Context: an optimization exercise on an open-source flow, tuned for small area and a short achievable clock period. The choices shown serve that exercise and are no tape-out recipe.
At most, simulation tests tie the RTL to the original design; equivalence was not proved.
Power and IR drop assume default switching activity.

==> flow/design.v (excerpt) <==
module pifo_reg
#(
    parameter L2_REG_WIDTH = 4,
    parameter RANK_WIDTH = 16,
    parameter META_WIDTH = 12
)
(
    input                       rst,
    input                       clk,
    output reg                  full,
    input                       insert,
    input [RANK_WIDTH-1:0]      rank_in,
    input [META_WIDTH-1:0]      meta_in,
    output reg                  valid_out,
    input                       remove,
    output [RANK_WIDTH-1:0]     rank_out,
    output [META_WIDTH-1:0]     meta_out,
    output reg                  max_valid_out,
    output [RANK_WIDTH-1:0]     max_rank_out,
    output [META_WIDTH-1:0]     max_meta_out,
    output reg [L2_REG_WIDTH:0] num_entries,
    output reg                  empty
);
For scale: about 4500 cells after synthesis, ~610 flip-flops, roughly 97 I/O pins, about 35000 µm² of cells after synthesis.
export LEC_CHECK = 0
export ABC_AREA = 1
export CAP_MARGIN = 20
export CORE_MARGIN = 2
export CORE_UTILIZATION = 55
export CTS_CLUSTER_DIAMETER = 80
export CTS_CLUSTER_SIZE = 30
export SLEW_MARGIN = 20
create_clock -name core_clock -period 16.0 [get_ports {clk}]
standard.sh (not shown) runs the stock make flow with config.mk's settings and CLKGATE_MAP_FILE= SYNTH_SCRIPT=/design/flow/synth_recipe.tcl, a recipe that flattens the netlist after the stock synthesis.
==> flow/flow/run.sh <==
#!/bin/bash
# Standard ORFS layout, with plain buffers on the ports and timing repair
# aiming well below the clock period.
set -euo pipefail
bash standard.sh SETUP_SLACK_MARGIN=10.8 TNS_END_PERCENT=100 \
  "BUFFER_PORTS_ARGS=-buffer_cell sky130_fd_sc_hd__buf_4" finish > standard_flow.log 2>&1
Then changed:
--- a/flow/flow/run.sh
+++ b/flow/flow/run.sh
@@ -5 +5 @@
-bash standard.sh SETUP_SLACK_MARGIN=10.8 TNS_END_PERCENT=100 \
+bash standard.sh SETUP_SLACK_MARGIN=11 TNS_END_PERCENT=50 \
The new run completed without violations.
Cell area rose by 0.86%.
Die area stays the same.
Utilization rose by 0.51 points.
Worst hold slack hardly moves.
Wire length rose by 1.6%.
Final cell count rose by 0.47%.
Worst setup slack improves by 0.17 ns.
Power rose by 0.44%.
Sequential cell count is unchanged.
Global-route usage rose by 0.36 points.
Register-to-register slack improves by 0.20 ns.
Then changed:
--- a/flow/flow/run.sh
+++ b/flow/flow/run.sh
@@ -5 +5 @@
-bash standard.sh SETUP_SLACK_MARGIN=11 TNS_END_PERCENT=50 \
+bash standard.sh SETUP_SLACK_MARGIN=11.3 TNS_END_PERCENT=100 \
--- a/flow/config.mk
+++ b/flow/config.mk
@@ -12 +11,0 @@
-export CTS_CLUSTER_DIAMETER = 80
=> Final area increases by roughly a tenth. Power increases by roughly a tenth. Clock skew increases by 0.0099 ns. Combinational power increases by roughly a tenth. Non-clock buffer count increases by 184. Routed wire length increases by a little under a tenth. Global-route usage increases by 2.5 points. Setup slack gets better by 0.0093 ns. Die area is unchanged.
Then changed:
--- a/flow/flow/run.sh
+++ b/flow/flow/run.sh
@@ -5 +5 @@
-bash standard.sh SETUP_SLACK_MARGIN=11.3 TNS_END_PERCENT=100 \
+bash standard.sh SETUP_SLACK_MARGIN=11 TNS_END_PERCENT=100 \
--- a/flow/config.mk
+++ b/flow/config.mk
@@ -11,2 +11 @@
-export CORE_UTILIZATION = 55
-export CTS_CLUSTER_SIZE = 30
+export CORE_UTILIZATION = 40
The new run passed the timing, design-rule and antenna checks; register-to-register slack improves by 0.29 ns; maximum frequency decreases by 1.4%; flip-flop and latch count does not change; cell count came out higher by about 2.7%; utilization fell by 21 points; count of clock-buffer cells in the layout shrinks by 3; die area climbs by about 37%; wire length falls by 6.7%; setup slack is worse by 0.070 ns; global-route usage came out lower by 11 points; sequential share of layout area rises by 1.6 points.
Then changed:
--- a/flow/config.mk
+++ b/flow/config.mk
@@ -11 +11,2 @@
-export CORE_UTILIZATION = 40
+export CORE_UTILIZATION = 65
+export CTS_CLUSTER_SIZE = 30
Wire length went down by 3.9%. Sequential power stays flat. Utilization goes up by 27 points. Power is lower by 2.6%. Global-route usage grows by 14 points.

run A:
pifo_reg, a different RTL version from the one above (not shown whole).
Size: roughly 3800 cells after synthesis, roughly 34000 µm² of cells after synthesis.
==> flow/config.mk <==
export PLATFORM = sky130hd
export DESIGN_NAME = pifo_reg
export DESIGN_NICKNAME = pifo_reg
export VERILOG_FILES = /design/flow/design.v
export SDC_FILE = /design/flow/constraint.sdc
export NUM_CORES = 4
export LEC_CHECK = 0
export CAP_MARGIN = 20
export CORE_MARGIN = 2
export CORE_UTILIZATION = 40
export SLEW_MARGIN = 20
==> flow/constraint.sdc <==
create_clock -name core_clock -period 16.0 [get_ports {clk}]
set_input_delay 3.2000 -clock core_clock [delete_from_list [all_inputs] [get_ports {clk}]]
set_output_delay 3.2000 -clock core_clock [all_outputs]
set_load 0.01 [all_outputs]
==> flow/flow/run.sh <==
#!/bin/bash
# Standard ORFS layout, with timing repair aiming well below the clock period.
set -euo pipefail
bash standard.sh SETUP_SLACK_MARGIN=11 TNS_END_PERCENT=100 finish > standard_flow.log 2>&1
Both conditions hold for run A: the flow ran to the end and the final layout passed the timing, design-rule and antenna checks.
Setup changes, run A to run B
Settings: swapping 20 for 50 in CAP_MARGIN; swapping 20 for 70 in SLEW_MARGIN; swapping 40 for 55 in CORE_UTILIZATION.
==> flow/run.sh (new file) <==
#!/bin/bash
# synth_recipe.tcl (not shown) runs the flow's synth.tcl, then flattens the netlist and writes it again
# the make line also repeats each setting of config.mk as NAME=value (left out here)
make -C /OpenROAD-flow-scripts/flow DESIGN_CONFIG=/design/flow/config.mk WORK_HOME=/design/flow/orfs CLKGATE_MAP_FILE= SYNTH_SCRIPT=/design/flow/synth_recipe.tcl finish
removed: flow/flow/run.sh
removed: flow/standard.sh
Findings:
- For count of plain and timing-repair buffers in the layout, dividing the value from run A by the value from run B gives 1.5.
- Taking run A as the reference point, the shortest clock period the worst path allows after layout of run B rises by 0.99 ns.
- Taking run A as the reference, in run B clock network area share went down; total chip power went down.
- The via count in run B sits 158 above the value recorded for run A.
- Run B against run A; area taken by multi-input logic gates is down slightly.
- Critical path depth in run B vs run A: down 33
- Run B: clock-buffer cell count is 1.9% lower than what run A reported.
- Run A has lower met1 layer usage reported by global route than run B.
- [compare] base=run A new=run B: post-place instance area held; worst setup slack went down 0.99 ns.
Inputs modified between run B and run C:
Settings: CAP_MARGIN now 20, was 50; CORE_UTILIZATION now 40, was 55; SLEW_MARGIN now 20, was 70.
--- outcome ---
Reported for run B and run C, max-capacitance violation count turned out identical to the last digit. The maximum clock frequency of run C is lower than that of run B. Looking only at via count of the first global-routing pass, and setting everything else aside, the higher value of run B and run C goes to run B. Compared to run B, run C has total power about 1.5% lower.
Function was not checked in any run of this note: the RTL went through the layout flow alone.

== job 3077 ==
The RTL this note starts from:
==> flow/design.v <==
`timescale 1ns/1ps
module pifo_reg
#(
    parameter L2_REG_WIDTH = 4,
    parameter RANK_WIDTH = 16,
    parameter META_WIDTH = 12
)
(
    input                       rst,
    input                       clk,
    output reg                  full,
    input                       insert,
    input [RANK_WIDTH-1:0]      rank_in,
    input [META_WIDTH-1:0]      meta_in,
    output reg                  valid_out,
    input                       remove,
    output [RANK_WIDTH-1:0]     rank_out,
    output [META_WIDTH-1:0]     meta_out,
    output reg                  max_valid_out,
    output [RANK_WIDTH-1:0]     max_rank_out,
    output [META_WIDTH-1:0]     max_meta_out,
    output reg [L2_REG_WIDTH:0] num_entries,
    output reg                  empty
);
    localparam N  = 2**L2_REG_WIDTH;
    localparam RW = RANK_WIDTH;
    localparam MW = META_WIDTH;
    localparam SW = L2_REG_WIDTH;
    localparam DW = RW + MW;            
    localparam EW = DW + SW;            
    function automatic gt_tree(input [RW-1:0] a, input [RW-1:0] b, input cin);
        reg [RW-1:0] g, e;
        integer w, k;
        begin
            g = a & ~b;
            e = ~(a ^ b);
            for (w = RW; w > 1; w = w / 2)
                for (k = 0; k < w / 2; k = k + 1) begin
                    g[k] = g[2*k+1] | (e[2*k+1] & g[2*k]);
                    e[k] = e[2*k+1] & e[2*k];
                end
            gt_tree = g[0] | (e[0] & cin);
        end
    endfunction
    reg [EW-1:0] ent [0:N-1];
    reg [DW-1:0] max_d;
    reg [DW-1:0] p_d;
    reg [SW-1:0] p_slot;
    reg [N-1:0]  c;       
    reg          cm;      
    reg          op_any;      
    reg          op_rem;      
    reg          ld0, dn0, hold0;
    reg          max_new, max_sec, max_keep;
    reg          insert_ltch;
    reg          calc_min_max;
    wire [EW-1:0] new_ent  = {p_slot, p_d};
    wire [N-1:0] ld   = {{(N-1){op_any}} & c[N-1:1] & ~c[N-2:0], ld0};
    wire [N-1:0] up   = {{(N-1){op_any}} & c[N-2:0], 1'b0};
    wire [N-1:0] dn   = {{(N-1){op_rem}}, dn0};
    wire [N-1:0] hold = {~(({(N-1){op_any}} & c[N-1:1]) | {(N-1){op_rem}}), hold0};
    reg [EW-1:0] cur [0:N-1];
    reg [EW-1:0] nxt_up, nxt_dn;
    integer i;
    always @(*) begin
        for (i = 0; i < N; i = i + 1) begin
            nxt_up = (i > 0) ? ent[i-1] : {EW{1'b0}};
            if (i < N-1) begin
                nxt_dn = ent[i+1];
                nxt_dn[DW +: SW] = ent[i+1][DW +: SW] - (ent[i+1][DW +: SW] > ent[0][DW +: SW]);
            end else
                nxt_dn = {EW{1'b0}};
            cur[i] = ({EW{ld[i]}}   & new_ent)
                   | ({EW{up[i]}}   & nxt_up)
                   | ({EW{dn[i]}}     & nxt_dn)
                   | ({EW{hold[i]}} & ent[i]);
        end
    end
    wire [DW-1:0] cur_max = ({DW{max_new}}  & p_d)
                          | ({DW{max_sec}}  & ent[N-2][DW-1:0])
                          | ({DW{max_keep}} & max_d);
    assign rank_out     = cur[0][RW-1:0];
    assign meta_out     = cur[0][RW +: MW];
    assign max_rank_out = cur_max[RW-1:0];
    assign max_meta_out = cur_max[RW +: MW];
    always @(posedge clk) begin
        for (i = 0; i < N; i = i + 1)
            ent[i] <= cur[i];
        max_d <= cur_max;
    end
    wire nz      = |num_entries;
    wire is_full = num_entries[SW];
    wire do_rem  = remove & nz;
    wire do_ins  = ~do_rem & (insert | insert_ltch);
    wire [SW-1:0] cs_top = cur[N-1][DW +: SW];
    wire          rep_ok = is_full & ~remove;
    wire [N-1:0]  c_in;
    genvar g;
    generate
        for (g = 0; g < N; g = g + 1) begin : cmp
            wire v  = num_entries > g;
            wire sg = rep_ok & (cur[g][DW +: SW] > cs_top);
            assign c_in[g] = ~v | gt_tree(cur[g][RW-1:0], rank_in, sg);
        end
    endgenerate
    wire cm_in = nz & gt_tree(cur_max[RW-1:0], rank_in, 1'b0);
    wire [N-1:0] c_nx  = insert ? c_in : {1'b1, c[N-1:1]};
    wire         cm_nx = insert ? cm_in : (cm & nz);
    wire         go_ins = do_ins & ~rst;
    wire         go_rem = do_rem & ~rst;
    wire         go_rem0 = go_rem & (num_entries != 1);
    wire mn_nx = go_ins & (is_full ? (c_nx[N-1] & ~c_nx[N-2]) : ~cm_nx);
    wire ms_nx = go_ins & is_full & c_nx[N-2];
    always @(posedge clk) begin
        if (insert)
            p_d <= {meta_in, rank_in};
        c  <= c_nx;
        cm <= cm_nx;
        p_slot   <= is_full ? cs_top : num_entries[SW-1:0];
        op_any   <= go_ins;
        op_rem   <= go_rem;
        ld0      <= go_ins & c_nx[0];
        dn0      <= go_rem0;
        hold0    <= ~((go_ins & c_nx[0]) | go_rem0);
        max_new  <= mn_nx;
        max_sec  <= ms_nx;
        max_keep <= ~(go_ins & (is_full ? c_nx[N-1] : ~cm_nx));
    end
    always @(posedge clk) begin
        if (rst) begin
            valid_out <= 1'b0;
            max_valid_out <= 1'b0;
        end else begin
            if (insert | remove) begin
                valid_out <= 1'b0;
                max_valid_out <= 1'b0;
            end
            if (calc_min_max & nz) begin
                valid_out <= 1'b1;
                max_valid_out <= 1'b1;
            end
        end
    end
    always @(posedge clk) begin
        if (rst) begin
            num_entries <= 0;
            calc_min_max <= 0;
            insert_ltch <= 0;
            empty <= 1'b0;
            full <= 1'b0;
        end else begin
            calc_min_max <= 0;
            if (do_rem) begin
                if (num_entries == 1)
                    empty <= 1'b1;
                if (!insert)
                    full <= 1'b0;
                num_entries <= num_entries - 1'b1;
                calc_min_max <= 1;
                insert_ltch <= insert;
            end else if (do_ins) begin
                if (!is_full) begin
                    full <= (num_entries == N-1);
                    num_entries <= num_entries + 1'b1;
                end else
                    full <= 1'b1;
                empty <= 1'b0;
                calc_min_max <= 1;
                insert_ltch <= 0;
            end
        end
    end
endmodule
export LEC_CHECK = 0
export ABC_AREA = 1
export CAP_MARGIN = 20
export CORE_MARGIN = 2
export CORE_UTILIZATION = 50
export CTS_CLUSTER_DIAMETER = 80
export CTS_CLUSTER_SIZE = 30
export SLEW_MARGIN = 20
create_clock -name core_clock -period 16.0 [get_ports {clk}]
==> flow/flow/run.sh <==
#!/bin/bash
# Standard ORFS layout, with plain buffers on the ports and timing repair
# aiming well below the clock period.
set -euo pipefail
bash standard.sh SETUP_SLACK_MARGIN=11 TNS_END_PERCENT=100 \
  "BUFFER_PORTS_ARGS=-buffer_cell sky130_fd_sc_hd__buf_4" finish > standard_flow.log 2>&1
Job 3077 finished end to end and its layout was clean on timing, DRC and antenna.
#### Input delta (job 7024 over job 3077)
- a change of CORE_UTILIZATION from 50 to 55
- a change of CTS_CLUSTER_SIZE from 30 to 40
[summary]
- Number of cells traversed by the worst register-to-register path up 1 in job 7024 wrt job 3077
- From job 3077 to job 7024 the numbers moved as follows: last weighted congestion value of the routability-driven placer has decreased; measured slew at the worst slew-check pin went up by 0.15 ns; arrival time reported for the critical path endpoint about even; time the final worst path needs with I/O delays and setup fell 0.014 ns.
- Routed length on met3 delta for job 7024 relative to job 3077: about 26% higher
- In the flow results for job 3077 and job 7024, the vertical die dimension is larger on job 3077.
- Job 3077 has higher final standard cell area without fillers than job 7024.
- Job 7024 -> job 3077: total power flat
[inputs] job 9813 vs job 7024
- CTS_CLUSTER_SIZE now 30, was 40
- CTS_CLUSTER_DIAMETER no longer set, was 80
[summary]
Taking job 7024 as the reference point, the wire length of job 9813 rises by about 1.2%.
Going from job 7024 to job 9813, post-layout total power went up 7.5%, setup slack went up 0.0042 ns, achievable frequency held.

== job 101 ==
Starts from the design.v that is shown in full above.
clock: 16.0 ns
lec_check: 0
abc_area: 1
cap_margin: 20
core_margin: 2
core_utilization: 55
cts_cluster_diameter: 80
cts_cluster_size: 30
slew_margin: 20
Scripts as last shown in full above: flow/flow/run.sh
Job 101 finished every stage and its layout cleared the timing, design-rule and antenna checks.
[inputs] job 102 vs job 101
==> flow/flow/run.sh <==
#!/bin/bash
# Standard ORFS layout, with plain buffers on the ports and timing repair
# aiming well below the clock period.
set -euo pipefail
bash standard.sh SETUP_SLACK_MARGIN=11.1 TNS_END_PERCENT=100 \
  "BUFFER_PORTS_ARGS=-buffer_cell sky130_fd_sc_hd__buf_4" finish > standard_flow.log 2>&1
Notes after the runs:
Internal power component went up slightly going from job 101 to job 102. Job 102 against job 101: worst supply voltage drop on vdd now sits lower, post-route non-filler standard cell count went up. Design area deteriorates in job 102 relative to job 101.

pifo_reg, a different RTL version from the one above (not shown whole).
Size: ~4500 cells after synthesis, ~650 flip-flops, ~97 I/O pins, roughly 35000 sq um of cells after synthesis.
==> flow/design.v (excerpt) <==
module pifo_reg
#(
    parameter L2_REG_WIDTH = 4,
    parameter RANK_WIDTH = 16,
    parameter META_WIDTH = 12
)
(
    input                       rst,
    input                       clk,
    output reg                  full,
    input                       insert,
    input [RANK_WIDTH-1:0]      rank_in,
    input [META_WIDTH-1:0]      meta_in,
    output reg                  valid_out,
    input                       remove,
    output [RANK_WIDTH-1:0]     rank_out,
    output [META_WIDTH-1:0]     meta_out,
    output reg                  max_valid_out,
    output [RANK_WIDTH-1:0]     max_rank_out,
    output [META_WIDTH-1:0]     max_meta_out,
    output reg [L2_REG_WIDTH:0] num_entries,
    output reg                  empty
);
    localparam N  = 2**L2_REG_WIDTH;
    localparam RW = RANK_WIDTH;
    localparam MW = META_WIDTH;
    localparam SW = L2_REG_WIDTH;
    localparam DW = RW + MW;            
    localparam EW = DW + SW;            
    function automatic gt_tree(input [RW-1:0] a, input [RW-1:0] b, input cin);
        reg [RW-1:0] g, e;
        integer w, k;
        begin
            g = a & ~b;
            e = ~(a ^ b);
            for (w = RW; w > 1; w = w / 2)
                for (k = 0; k < w / 2; k = k + 1) begin
                    g[k] = g[2*k+1] | (e[2*k+1] & g[2*k]);
                    e[k] = e[2*k+1] & e[2*k];
                end
            gt_tree = g[0] | (e[0] & cin);
        end
    endfunction
    reg [EW-1:0] ent [0:N-1];
    reg [DW-1:0] max_d;
    reg [DW-1:0] p_d;
    reg [SW-1:0] p_slot;
    reg [N-1:0]  c;       
    reg          cm;      
    reg [N-1:0]  ld, up, hold;
    reg          op_rem;
    reg          max_new, max_sec, max_keep;
    reg          insert_ltch;
    reg          calc_min_max;
    wire [EW-1:0] new_ent  = {p_slot, p_d};
    reg [EW-1:0] cur [0:N-1];
    reg [EW-1:0] nxt_up, nxt_dn;
    integer i;
    always @(*) begin
        for (i = 0; i < N; i = i + 1) begin
            nxt_up = (i > 0) ? ent[i-1] : {EW{1'b0}};
            if (i < N-1) begin
                nxt_dn = ent[i+1];
                nxt_dn[DW +: SW] = ent[i+1][DW +: SW] - (ent[i+1][DW +: SW] > ent[0][DW +: SW]);
            end else
                nxt_dn = {EW{1'b0}};
            cur[i] = ({EW{ld[i]}}   & new_ent)
  ...
==> flow/config.mk <==
export PLATFORM = sky130hd
export DESIGN_NAME = pifo_reg
export DESIGN_NICKNAME = pifo_reg
export VERILOG_FILES = /design/flow/design.v
export SDC_FILE = /design/flow/constraint.sdc
export NUM_CORES = 4
export LEC_CHECK = 0
export ABC_AREA = 1
export CAP_MARGIN = 20
export CORE_MARGIN = 2
export CORE_UTILIZATION = 40
export SLEW_MARGIN = 20
==> flow/constraint.sdc <==
create_clock -name core_clock -period 16.0 [get_ports {clk}]
set_input_delay 3.2000 -clock core_clock [delete_from_list [all_inputs] [get_ports {clk}]]
set_output_delay 3.2000 -clock core_clock [all_outputs]
set_load 0.01 [all_outputs]
==> flow/flow/run.sh <==
#!/bin/bash
# Standard ORFS layout, with plain buffers on the ports and timing repair
# aiming well below the clock period.
set -euo pipefail
bash standard.sh SETUP_SLACK_MARGIN=12 TNS_END_PERCENT=100 \
  "BUFFER_PORTS_ARGS=-buffer_cell sky130_fd_sc_hd__buf_4" finish > standard_flow.log 2>&1
Change:
==> flow/flow/run.sh (replaced) <==
#!/bin/bash
# Standard ORFS layout, with timing repair aiming well below the clock period.
set -euo pipefail
bash standard.sh SETUP_SLACK_MARGIN=11 TNS_END_PERCENT=100 finish > standard_flow.log 2>&1
Outcome: Cell area went down by roughly a tenth. Clock-buffer cell count went down by 2. Final cell count went down by a few percent. Clock skew hardly moves. Global-route usage went down by 2.3 points.
Function was not checked in any run of this note: the RTL went through the layout flow alone.

-- what the ideal ports hide --
In the flow no input, the clock included, has a driving cell. The finished layouts below were timed again as built, in two steps.
Step 1 assumes that a clkbuf_16 drives the clock port and a buf_2 every other input.
Step 2 times the ports against the registers' clock, not the clock port: input delays grow and output delays shrink by t, the midpoint of the rising clock arrivals with the driver on.
Slacks: no drivers / after step 1 / after step 2; pairs: no drivers / after step 1.
run | t, ns | setup slack, ns | latest minus earliest clock arrival (ns) | slew at the worst register clock pin (ns) | cell pins on the clock port's net
the first run of note 1 | 0.665 | 10.829 / 10.759 / 10.489 | 0.024 / 0.024 | 0.11 / 0.11 | 1
the second run of note 1 | 0.662 | 11.002 / 10.934 / 10.497 | 0.024 / 0.024 | 0.11 / 0.11 | 1
the third run of note 1 | 0.679 | 11.011 / 10.944 / 10.742 | 0.032 / 0.032 | 0.06 / 0.06 | 1
the fourth run of note 1 | 0.681 | 10.941 / 10.880 / 10.521 | 0.027 / 0.028 | 0.06 / 0.06 | 1
the fifth run of note 1 | 0.677 | 10.900 / 10.834 / 10.363 | 0.028 / 0.028 | 0.07 / 0.07 | 1
run A | 0.681 | 10.399 / 10.334 / 10.348 | 0.027 / 0.027 | 0.06 / 0.06 | 1
run B | 0.669 | 9.407 / 9.345 / 10.013 | 0.017 / 0.017 | 0.06 / 0.06 | 1
run C | 0.682 | 9.211 / 9.140 / 9.822 | 0.025 / 0.025 | 0.06 / 0.06 | 1
job 3077 | 0.664 | 10.987 / 10.919 / 10.465 | 0.033 / 0.034 | 0.11 / 0.11 | 1
job 7024 | 0.659 | 11.000 / 10.934 / 10.532 | 0.025 / 0.025 | 0.11 / 0.11 | 1
job 9813 | 0.680 | 11.005 / 10.937 / 10.471 | 0.029 / 0.029 | 0.06 / 0.06 | 1
job 101 | 0.659 | 11.000 / 10.934 / 10.532 | 0.025 / 0.025 | 0.11 / 0.11 | 1
job 102 | 0.658 | 11.058 / 10.990 / 10.591 | 0.028 / 0.028 | 0.11 / 0.11 | 1
the first run of note 5 | 0.699 | 10.974 / 10.900 / 10.746 | 0.029 / 0.029 | 0.07 / 0.07 | 1
the second run of note 5 | 0.698 | 10.934 / 10.861 / 10.508 | 0.027 / 0.027 | 0.06 / 0.06 | 1
After both steps every run listed still meets setup and hold. For the fifth run of note 1, which loses most, drivers alone change the setup slack by -0.066 ns; drivers and shift together by -0.537 ns.
